Context: an optimization exercise on an open-source flow, tuned for small area, a short achievable clock period and few clock cycles. The choices shown serve that exercise and are no tape-out recipe. The RTL was checked by simulation tests, not by an equivalence proof against the original design. Power figures rest on the tool's default switching activity, not on a simulated workload.

## design/flow/flow/run.sh

```bash
#!/bin/bash
# The standard layout, with each port buffered by a buf_2 instead of the
# resizer's default choice (clkdlybuf4s50_1, larger and slower).
set -o pipefail
bash standard.sh "BUFFER_PORTS_ARGS=-buffer_cell sky130_fd_sc_hd__buf_2" finish > standard.log 2>&1
```

## design/flow/standard.sh

```bash
#!/bin/bash
# synth_recipe.tcl (not shown) runs the flow's synth.tcl, then flattens the netlist and writes it again
# the make line also repeats each setting of config.mk as NAME=value (left out here)
make -C /OpenROAD-flow-scripts/flow DESIGN_CONFIG=/design/flow/config.mk WORK_HOME=/design/flow/orfs CLKGATE_MAP_FILE= SYNTH_SCRIPT=/design/flow/synth_recipe.tcl "${@:-finish}"
```

## design/flow/config.mk

```make
export PLATFORM = sky130hd
export DESIGN_NAME = fnn_imgclsfctn
export DESIGN_NICKNAME = fnn_imgclsfctn
export VERILOG_FILES = /design/flow/design.v
export SDC_FILE = /design/flow/constraint.sdc
export NUM_CORES = 4
export LEC_CHECK = 0
export CAP_MARGIN = 20
export CORE_MARGIN = 2
export CORE_UTILIZATION = 60
export CTS_CLUSTER_DIAMETER = 100
export CTS_CLUSTER_SIZE = 30
export SLEW_MARGIN = 20
```

## design/flow/constraint.sdc

```tcl
create_clock -name core_clock -period 24.0 [get_ports {clk}]
set_input_delay 4.8000 -clock core_clock [delete_from_list [all_inputs] [get_ports {clk}]]
set_output_delay 4.8000 -clock core_clock [all_outputs]
set_load 0.01 [all_outputs]
```

## design/flow/design.v

```verilog
module hidden_layer (
    input              clk,
    input              clr,
    input              add,
    input      [159:0] w,          
    input      [3:0]   sel,
    output     [15:0]  h_out
);
    reg [159:0] nacc;              
    wire [159:0] acc = ~nacc;
    reg [49:0]  cy;                
    integer j, n;
    reg [15:0] a, b;
    reg [4:0]  c, co;
    reg [15:0] s;
    reg        t;
    always @(posedge clk) begin
        for (j = 0; j < 10; j = j + 1) begin
            a = clr ? 16'd0 : acc[16*j +: 16];
            b = add ? w[16*j +: 16] : 16'd0;
            c = clr ? 5'd0 : cy[5*j +: 5];
            t = 1'b0;
            for (n = 0; n < 16; n = n + 1) begin
                if (n % 3 == 0 && n > 0) begin
                    co[n/3 - 1] = t;
                    t = c[n/3 - 1];
                end
                s[n] = a[n] ^ b[n] ^ t;
                t = (a[n] & b[n]) | (a[n] & t) | (b[n] & t);
            end
            nacc[16*j +: 16] <= ~s;
            cy[5*j +: 5] <= co;
        end
    end
    integer m;
    reg [15:0] hs;
    reg [4:0]  cs;
    always @(*) begin
        hs = 16'd0;
        cs = 5'd0;
        for (m = 0; m < 10; m = m + 1)
            if (sel == m) begin
                hs = hs | acc[16*m +: 16];
                cs = cs | cy[5*m +: 5];
            end
    end
    assign h_out = hs + {cs[4], 2'd0, cs[3], 2'd0, cs[2], 2'd0, cs[1], 2'd0, cs[0], 3'd0};
endmodule
module output_layer (
    input              clk,
    input              reset,
    input              c_in,         
    input              last_in,      
    input      [3:0]   k_in,         
    input      [159:0] w,
    input      [15:0]  hidden_in,    
    output reg [15:0]  node_val,     
    output reg [3:0]   node_k,
    output reg         node_en
);
    reg        c2, last2;
    reg [3:0]  k2;
    reg [15:0] fld;
    reg [7:0]  d_one, d_two, d_neg;    
    integer k;
    reg [15:0] sel;
    always @(*) begin
        sel = 16'd0;
        for (k = 0; k < 10; k = k + 1)
            if (k_in == k) sel = sel | w[16*k +: 16];
    end
    integer e;
    reg [15:0] mplr;
    reg        b2, b1, b0;
    reg [7:0]  e_one, e_two, e_neg;
    always @(*) begin
        mplr = c_in ? 16'd1 : hidden_in;
        for (e = 0; e < 8; e = e + 1) begin
            b2 = mplr[2*e+1];
            b1 = mplr[2*e];
            b0 = (e == 0) ? 1'b0 : mplr[2*e-1];
            e_one[e] = b1 ^ b0;
            e_two[e] = (b2 & ~b1 & ~b0) | (~b2 & b1 & b0);
            e_neg[e] = b2 & ~(b1 & b0);
        end
    end
    integer d;
    reg [15:0] prod_pp, prod_neg, mag;
    always @(*) begin
        prod_pp = 16'd0;
        prod_neg = 16'd0;
        for (d = 0; d < 8; d = d + 1) begin
            mag = ({16{d_one[d]}} & fld) | ({16{d_two[d]}} & {fld[14:0], 1'b0});
            prod_pp = prod_pp + ((mag ^ {16{d_neg[d]}}) << (2*d));
            prod_neg[2*d] = d_neg[d];
        end
    end
    always @(posedge clk or posedge reset) begin
        if (reset) begin
            c2 <= 1'b0;
            last2 <= 1'b0;
            node_en <= 1'b0;
        end else begin
            c2 <= c_in;
            last2 <= last_in;
            node_en <= last2;
        end
    end
    always @(posedge clk) begin
        fld <= sel;
        d_one <= e_one;
        d_two <= e_two;
        d_neg <= e_neg;
        k2 <= k_in;
        node_val <= (c2 ? 16'd0 : node_val) + prod_pp + prod_neg;
        node_k <= k2;
    end
endmodule
module hardmax (
    input              clk,
    input              reset,
    input              en,           
    input      [15:0]  val,
    input      [3:0]   k,
    output reg [3:0]   max_index,    
    output reg         max_done      
);
    reg [15:0] max_value;
    always @(posedge clk) begin
        if (en && (k == 4'd0 || val > max_value)) begin
            max_value <= val;
            max_index <= k;
        end
    end
    always @(posedge clk or posedge reset) begin
        if (reset)
            max_done <= 1'b0;
        else
            max_done <= en && (k == 4'd9);
    end
endmodule
module fnn_imgclsfctn (
    input          clk,
    input          reset,
    input  [27:0]  input_image,
    output         nxt_inp,
    output [3:0]   outp,
    output         outp_valid,
    output [9:0]   w_addr,
    input  [159:0] w_data
);
    localparam S_INIT = 2'd3;   
    localparam S_B   = 2'd0;    
    localparam S_PIX = 2'd1;    
    localparam S_OUT = 2'd2;    
    reg [1:0]  state;
    reg [3:0]  kcnt;            
    reg [3:0]  icnt;            
    reg [4:0]  rows;            
    reg        take;
    reg        fresh;           
    reg [4:0]  lastc;           
    reg [9:0]  rbase;           
    reg        took;            
    reg        colv;            
    reg [4:0]  colr;
    reg [9:0]  addr_r;
    reg        t0_bias, t0_pix, t0_c, t0_last;
    reg [3:0]  k0, i0;
    assign nxt_inp = take;
    assign w_addr  = addr_r;
    wire scan = (state == S_B || state == S_PIX) && (rows != 5'd28);
    reg [27:0] m;
    integer b;
    always @(*) begin
        for (b = 0; b < 28; b = b + 1)
            m[b] = input_image[b] && (fresh || b > lastc);
    end
    reg [4:0] col;
    always @(*) begin
        col = 5'd0;
        for (b = 27; b >= 0; b = b - 1)
            if (m[b]) col = b[4:0];
    end
    wire [27:0] m1 = m & (m - 28'd1);       
    wire [27:0] m2 = m1 & (m1 - 28'd1);     
    wire        le2 = (m2 == 28'd0);
    wire have = scan && (m != 28'd0);
    wire pix_done = (state == S_PIX) && (rows == 5'd28);
    wire take_n = scan && !take && le2;
    always @(posedge clk or posedge reset) begin
        if (reset) begin
            state <= S_INIT;
            kcnt <= 4'd0;
            icnt <= 4'd0;
            rows <= 5'd0;
            take <= 1'b0;
            fresh <= 1'b1;
            took <= 1'b0;
            colv <= 1'b0;
            t0_bias <= 1'b0;
            t0_pix <= 1'b0;
            t0_c <= 1'b0;
            t0_last <= 1'b0;
        end else begin
            case (state)
                S_INIT:  state <= S_B;
                S_B:     state <= S_PIX;
                S_PIX:   if (pix_done) state <= S_OUT;
                S_OUT:   if (icnt == 4'd10 && kcnt == 4'd9) state <= S_B;
            endcase
            if (pix_done)
                rows <= 5'd0;
            else if (take)
                rows <= rows + 5'd1;
            take <= take_n;
            if (take)
                fresh <= 1'b1;
            else if (have)
                fresh <= 1'b0;
            took <= take;
            colv <= have;
            t0_bias <= (state == S_B);
            t0_pix <= (state == S_PIX) && colv;
            t0_c <= (state == S_OUT) && (icnt == 4'd0);
            t0_last <= (state == S_OUT) && (icnt == 4'd10);
            if (state == S_OUT) begin
                if (icnt == 4'd10) begin
                    icnt <= 4'd0;
                    kcnt <= (kcnt == 4'd9) ? 4'd0 : kcnt + 4'd1;
                end else
                    icnt <= icnt + 4'd1;
            end
        end
    end
    always @(posedge clk) begin
        if (have) begin
            lastc <= col;
            colr <= col;
        end
        if (pix_done || state == S_INIT)
            rbase <= 10'd0;
        else if (took)
            rbase <= rbase + 10'd28;
        case (state)
            S_PIX:   addr_r <= rbase + {5'd0, colr};
            S_OUT:   addr_r <= (icnt == 4'd0) ? 10'd795 : 10'd784 + {6'd0, icnt};
            default: addr_r <= 10'd784;
        endcase
        k0 <= kcnt;
        i0 <= icnt - 4'd1;
    end
    reg       t1_bias, t1_pix, t1_c, t1_last;
    reg [3:0] k1, i1;
    always @(posedge clk or posedge reset) begin
        if (reset) begin
            t1_bias <= 1'b0;
            t1_pix <= 1'b0;
            t1_c <= 1'b0;
            t1_last <= 1'b0;
        end else begin
            t1_bias <= t0_bias;
            t1_pix <= t0_pix;
            t1_c <= t0_c;
            t1_last <= t0_last;
        end
    end
    always @(posedge clk) begin
        k1 <= k0;
        i1 <= i0;
    end
    wire [15:0]  h_val;
    wire [15:0]  node_val;
    wire [3:0]   node_k;
    wire         node_en;
    hidden_layer u_hidden (
        .clk(clk),
        .clr(t1_bias),
        .add(t1_bias | t1_pix),
        .w(w_data),
        .sel(i1),
        .h_out(h_val)
    );
    output_layer u_output (
        .clk(clk),
        .reset(reset),
        .c_in(t1_c),
        .last_in(t1_last),
        .k_in(k1),
        .w(w_data),
        .hidden_in(h_val),
        .node_val(node_val),
        .node_k(node_k),
        .node_en(node_en)
    );
    hardmax u_hardmax (
        .clk(clk),
        .reset(reset),
        .en(node_en),
        .val(node_val),
        .k(node_k),
        .max_index(outp),
        .max_done(outp_valid)
    );
endmodule
```

==> notes.md <==
flip-flops by register name, indices dropped and copies added, names as in the netlist, 5 cells and up:
| name | count |
|---|---|
| u_output.fld | 16 |
| colr | 5 |
| rbase | 8 |
| u_output.d_two | 8 |
| addr_r | 10 |
| rows | 5 |
| u_hidden.cy | 50 |
| u_hidden.nacc | 160 |
| u_output.d_one | 8 |
| u_output.node_val | 16 |
| u_hardmax.max_value | 16 |
| u_output.d_neg | 8 |
Yosys cell counts, drive strengths merged, types with 54 or more instances:
library cell,number
a22oi,135
and2,117
clkbuf,97
dfxtp,308
fa,195
ha,93
inv,291
nand2,115
nor2,185
nor2b,67
o22ai,54
xnor2,79
xor2,57
worst min path at each step:
stage               slack (ns)                    from  depth (start not counted)                          to
floorplan                 0.31           i0[0]$_DFF_P_                          0               i1[0]$_DFF_P_
global placement          0.31  u_output.k2[2]$_DFF_P_                          0  u_output.node_k[2]$_DFF_P_
detailed placement        0.31           i0[3]$_DFF_P_                          0               i1[3]$_DFF_P_
CTS                       0.33           k0[1]$_DFF_P_                          0               k1[1]$_DFF_P_
global route              0.34           k0[1]$_DFF_P_                          0               k1[1]$_DFF_P_
finish                    0.33           k0[1]$_DFF_P_                          0               k1[1]$_DFF_P_
power breakdown:
part           total, mW  switching, mW  internal, mW
sequential         0.992          0.164         0.828
clock              0.343          0.199         0.145
combinational      0.746          0.424         0.322
per-layer routing:
layer	GRT usage [%]	up-vias	share of wire [%]
met3	12.1	103	13
li1	-	8330	-
met1	47.5	9028	42
met5	0	-	0
met2	50.1	860	43
met4	7.75	0	2.3
kinds of logic (layout without fill, tap and decap cells):
group / Yosys count / after routing / synth area share (%)
flops: 364 / 364 / 33.3
simple gates: 718 / 718 / 16.6
compound gates: 471 / 471 / 14.7
mux: 21 / 21 / 1.11
fa+ha+maj: 291 / 291 / 22.0
buf+inv: 415 / 540 / 7.11
other cells: 0 / 2 / 0
xor+xnor: 136 / 136 / 5.15
final cells by class:
class	instances	area [um2]	share of cell area (%)
timing repair buffer	224	1170	4.67
sequential	364	7700	30.9
inverter	291	1090	4.38
tap	511	639	2.56
multi-input combinational	1637	13800	55.5
clock buffer	21	440	1.77
clock inverter	4	58.8	0.236
antenna	2	5.00	0.0201
metrics by stage:
step | hold slack (ns) | total power, mW | std cells
after floorplan | 0.310 | 1.48 | 2416
after CTS | 0.335 | 2.07 | 3051
after global routing | 0.343 | 2.24 | 3054
after detailed placement | 0.312 | 1.73 | 3026
final | 0.330 | 2.08 | 3054
after global placement | 0.312 | 1.68 | 3026
==> notes.md <==
stages on the worst setup path=10; Worst setup SP type=input port; TritonCTS clock tree=done; Placement Cell Area=0.0244 mm2; WP buf/inv=1; Clock Tree Buf Depth=3; Syn. warnings=4; area leader, netlist=dfxtp_1; CP most frequent cell=a31oi_1; Tot GR Track Use=33.8%; number of I/O port buffers=205; kind of critical path=input port to flip-flop; FF-to-FF Start=u_output.fld[0]$_DFF_P_; post-synthesis cell type count=100; Final Cycle Share=29.1%; Syn Inst Count=2416; R2R cell count=20; worst-path cell chain=buf_2, o21a_1, a31oi_1, o21ai_2, nor4_4, a31oi_1, a221oi_1, o2111ai_1, or3_1, a211oi_2; Via density=6.00; reg-to-reg setup timing slack=18.73 ns; Slew Limit Fails=0; leakage power=11.2 nW; Synth Cell Area=0.0231 mm2; Top Family by Delay on Critical Path=compound AO/OA/AOI/OAI gates; Final HPWL DP=52500 um; Synth area leaders=dfxtp_1, fa_1, ha_1; CP max FO=11; Synth Flop Type=dfxtp_1; Post-Route WL=67700 um; TritonCTS Buffers=16; fin util=65.9%; height of the chip=200 um; Worst-Margin Slew=1.21 ns; slowest stage delay, CP=0.45 ns; max_cap viols=0; first-pass GRT wire length=105000 um; Setup Buffers After CTS=0; initial DRC count=1638; GPL Wtd Cong=0.959; core box area=0.0378 mm2; peak supply drop=0.0621 mV; Final Skew=0.0281 ns; H-Tree Depth=1; I/O pins=206; FF-to-FF End=u_output.node_val[15]$_DFF_P_; Mapped Nets=2894; most common cell after layout, fill and taps aside=dfxtp_1; filler instances=3161; capture point of the worst path=take$_DFF_PP0_; Final Hold Fails=0; hold buffers post-CTS=0; First-pass DRT Iterations=6; Seq cells post-synth=364; Starting Density=61.1%; setup violators final=0; CP endpoint kind=flip-flop; Worst-Skew Late Latency=0.54 ns; CTS Root Cell=clkbuf_16; CP required=24.45 ns; total grt overflow=0; total negative slack=0 ns; CTS sink count=364; Final nets=3012; post-route setup slack=17.02 ns; antenna violations before repair=2; RSZ-0062 raised after global routing=no; Routed Antenna Nets=0; Critical-path top delay cell=nor4_4; DR WL/cell=22.2 um; largest net degree at the start of global routing=103; Mean Syn Cell Area=9.57 um2; EDFF count, synth=25; layout cell share with drive strength beyond 1=14.0%; pre-CTS setup slack=16.51 ns; vias in the first global route=18270; P&R area growth vs syn=7.92%; commonest cells after routing, fill and taps aside=dfxtp_1, inv_1, buf_2, fa_1, nor2_1; Yosys top cell area share=26.7%; normalized max-slew margin=19.0%; critical path startpoint=input_image[1]; Seq/Total Area, Yosys=33.3%; FFs w/ async S/R, synth=8.52%; Reg clk slew, reported paths=0.12 ns; Post-CTS Resized=0; Tmin final=6.98 ns; via count=18321; Crit path arrival time=7.43 ns; DIE WIDTH=200 um; design area=0.0250 mm2; status=no timing/DRC/antenna violations; pwr dens=83.4 mW/mm2; Peak Freq=143 MHz; DIE AREA=0.0401 mm2; hold crit path type=flip-flop to flip-flop; detailed-route DRC error count=0; Row Count=71
Testbench counts, summed over its fixed seeds: cycles 13,738.

[separate check: timing with driven ports]
In the flow no input, the clock included, has a driving cell. The finished layout below was timed again as built, in two steps. Step 1 (the two cells are an assumption about what drives the block):
set clk [get_ports {clk}]
set_driving_cell -lib_cell sky130_fd_sc_hd__clkbuf_16 $clk
set_driving_cell -lib_cell sky130_fd_sc_hd__buf_2 [delete_from_list [all_inputs] $clk]
Step 2 also shifts input and output timing later by t, the mid clock arrival at the registers, as if the neighbouring blocks saw the same clock. Three values: no drivers, after step 1, after step 2; two values: the first two.
t (ns): 0.583
slack for setup (ns): 17.017 / 17.054 / 16.471
hold WS [ns]: 0.330 / 0.330 / 0.330
worst setup path after step 2: input to register
latest minus earliest clock arrival (ns): 0.028 / 0.028
After both steps setup and hold are still met in this run. The setup slack of this run moves by +0.037 ns with the drivers and by -0.546 ns with both steps.
